What follows belongs to an exercise in optimizing a design on an open flow for small area and a short achievable clock period; a production flow would make more cautious choices.
The RTL was checked by simulation tests, not by an equivalence proof against the original design.

==> run a: inputs <==
==> flow/design.v <==
module calc(out, decimal, CLK, RST, CE, plus, sub, multi, equal);
output [14:0] out;
input  [9:0]  decimal;
input  CLK, RST, CE, plus, sub, multi, equal;
reg [14:0] B, R;
reg [2:0]  cnt;
reg [1:0]  ope;    
reg        P;      
reg fx8, fx4, fxn, fy1, fy2, fyn;   
reg fk;                             
reg fci;                            
reg [3:0] ff;                       
wire [3:0] d = decimal[9] ? 4'd9 : decimal[8] ? 4'd8 : decimal[7] ? 4'd7 :
               decimal[6] ? 4'd6 : decimal[5] ? 4'd5 : decimal[4] ? 4'd4 :
               decimal[3] ? 4'd3 : decimal[2] ? 4'd2 : decimal[1] ? 4'd1 : 4'd0;
wire digit = (decimal != 10'd0) && (cnt != 3'd7);
wire o_non = (ope == 2'd0), o_add = (ope == 2'd1), o_sub = (ope == 2'd2), o_mul = (ope == 2'd3);
wire o_as  = o_add | o_sub;
wire bx4 = (d == 4'd3) | (d == 4'd4) | (d == 4'd5);
wire bx8 = (d >= 4'd6);
wire by1 = (d == 4'd1) | (d == 4'd3) | (d == 4'd5) | (d == 4'd7) | (d == 4'd9);
wire by2 = (d == 4'd2) | (d == 4'd6);
wire byn = (d == 4'd3) | (d == 4'd6) | (d == 4'd7);
wire [3:0] f = o_mul ? 4'd0 : o_sub ? 4'd9 - d : d;
always @(posedge CLK) begin
    fx8 <= o_as | (o_mul & bx8);
    fx4 <= o_mul & bx4;
    fxn <= o_as;
    fy1 <= o_as | (o_mul & by1);
    fy2 <= o_mul & by2;
    fyn <= o_as | (o_mul & byn);
    fk  <= o_add;
    fci <= o_add | (o_mul & byn);
    ff  <= {f[3], f[2] | f[3], f[1] | f[3], f[0]};
end
wire [14:0] W = {R[11:0], fk, fk, fk};
wire [14:0] V = {R[13:0], fk};
wire [11:0] Xh = ((fx8 ? B[11:0] : 12'd0) | (fx4 ? B[12:1] : 12'd0)) ^ {12{fxn}};
wire [14:0] X = {Xh, (fx4 & B[0]) | ff[2], ff[1], ff[0]};
wire [14:0] Y = ((fy1 ? B : 15'd0) | (fy2 ? {B[13:0], 1'b0} : 15'd0)) ^ {15{fyn}};
wire [14:0] s1 = W ^ V ^ X;
wire [14:0] c1 = {(W[13:0] & V[13:0]) | (W[13:0] & X[13:0]) | (V[13:0] & X[13:0]), ff[3]};
wire [14:0] s2 = s1 ^ c1 ^ Y;
wire [14:0] c2 = {(s1[13:0] & c1[13:0]) | (s1[13:0] & Y[13:0]) | (c1[13:0] & Y[13:0]), ff[3]};
wire [14:0] S = s2 + c2 + {14'd0, fci};
wire [14:0] Reff = P ? S : R;
always @(posedge CLK or negedge RST)
    if (!RST) begin
        B <= 0; R <= 0; cnt <= 0; ope <= 0; P <= 0;
    end else begin
        P <= digit;
        if (digit) begin
            R <= Reff;
            cnt <= cnt + 3'd1;
        end else if (plus | sub | multi) begin
            B <= Reff;
            ope <= plus ? 2'd1 : sub ? 2'd2 : 2'd3;
            R <= (plus | sub) ? Reff : 15'd0;
            cnt <= 0;
        end else if (equal) begin
            if (!o_non) B <= Reff;
            ope <= 0;
            R <= 0;
            cnt <= 0;
        end else if (CE) begin
            R <= o_as ? B : 15'd0;
            cnt <= 0;
        end else
            R <= Reff;
    end
assign out = B;
endmodule
==> flow/flow/run.sh <==
#!/bin/bash
# Standard layout, but with plain buf_2 cells as the port buffers.
set -euo pipefail
bash standard.sh "BUFFER_PORTS_ARGS=-buffer_cell sky130_fd_sc_hd__buf_2" finish > orfs_flow.log 2>&1
==> flow/standard.sh <==
#!/bin/bash
# synth_recipe.tcl (not shown) runs the flow's synth.tcl, then flattens the netlist and writes it again
# the make line also repeats each setting of config.mk as NAME=value (left out here)
make -C /OpenROAD-flow-scripts/flow DESIGN_CONFIG=/design/flow/config.mk WORK_HOME=/design/flow/orfs CLKGATE_MAP_FILE= SYNTH_SCRIPT=/design/flow/synth_recipe.tcl "${@:-finish}"
==> flow/config.mk <==
export PLATFORM = sky130hd
export DESIGN_NAME = calc
export DESIGN_NICKNAME = calc
export VERILOG_FILES = /design/flow/design.v
export SDC_FILE = /design/flow/constraint.sdc
export NUM_CORES = 4
export LEC_CHECK = 0
export CAP_MARGIN = 20
export CORE_MARGIN = 2
export CORE_UTILIZATION = 40
export SETUP_SLACK_MARGIN = 3.25
export SLEW_MARGIN = 20
==> flow/constraint.sdc <==
create_clock -name core_clock -period 7.5 [get_ports {CLK}]
set_input_delay 1.5000 -clock core_clock [delete_from_list [all_inputs] [get_ports {CLK}]]
set_output_delay 1.5000 -clock core_clock [all_outputs]
set_load 0.01 [all_outputs]
==> run b: changes against run a <==
==> flow/run.sh (new file) <==
#!/bin/bash
# synth_recipe.tcl (not shown) runs the flow's synth.tcl, then flattens the netlist and writes it again
# the make line also repeats each setting of config.mk as NAME=value (left out here)
make -C /OpenROAD-flow-scripts/flow DESIGN_CONFIG=/design/flow/config.mk WORK_HOME=/design/flow/orfs CLKGATE_MAP_FILE= SYNTH_SCRIPT=/design/flow/synth_recipe.tcl finish
SETUP_SLACK_MARGIN = 4   (was 3.25)
removed: flow/flow/run.sh
removed: flow/standard.sh
==> run summary <==
Clock buffer instance count of the final layout: run b 7; run a 8
Via density per instance: run b 5.58; run a 5.55
Setup repair after global routing missed its margin: run b true; run a false
Drt initial violations: run b 182; run a 198
Skew-Pair Late Insertion Delay: run b 0.31 ns; run a 0.33 ns
Slowest library cell on the worst path: run b sky130_fd_sc_hd__fa_1; run a sky130_fd_sc_hd__dfxtp_1
Number of global-route vias before repair: run b 3291; run a 3091
Endpoint with the worst hold slack: run b cnt[0]; run a cnt[1]
GRT met2 Usage: run b 35.4%; run a 32.6%
Status: run b no timing/DRC/antenna violations; run a no timing/DRC/antenna violations
Post-Route Utilization: run b 51.0%; run a 44.4%
Detailed-router iteration count before antenna repair: run b 5; run a 4
# Post-CTS Setup Buffers: run b 15; run a 0
Worst Skew: run b 0.00908 ns; run a 0.0199 ns
Worst reg2reg setup slack: run b 3.97 ns; run a 3.44 ns
Design Area, Final: run b 4920 um2; run a 4280 um2
Crit. path cell count: run b 11; run a 10
Part of the cycle the worst path needs: run b 47.1%; run a 54.2%

==> port drivers added, routing unchanged <==
No port has a modelled driver above. Below, the same layouts with a new extraction and two added sets of constraints. Step 1 sets driving cells, clkbuf_16 on the clock port and buf_2 on the other inputs (assumed; they add their load-dependent delay and slew). Step 2 also shifts input and output timing later by t, the mid clock arrival at the registers, as if the neighbouring blocks saw the same clock. a / b / c = ideal ports / drivers / drivers and shift; a / b = the first two.
| run | t, ns | setup slack, ns | worst slew at a driven data input, ns |
|---|---|---|---|
| run a | 0.349 | 3.436 / 3.436 / 3.436 | 0.03 |
| run b | 0.335 | 3.969 / 3.969 / 3.711 | 0.04 |
After both steps every run listed still meets setup and hold. The setup slack of run b, which loses most, moves by 0.000 ns with the drivers and by -0.258 ns with both steps.
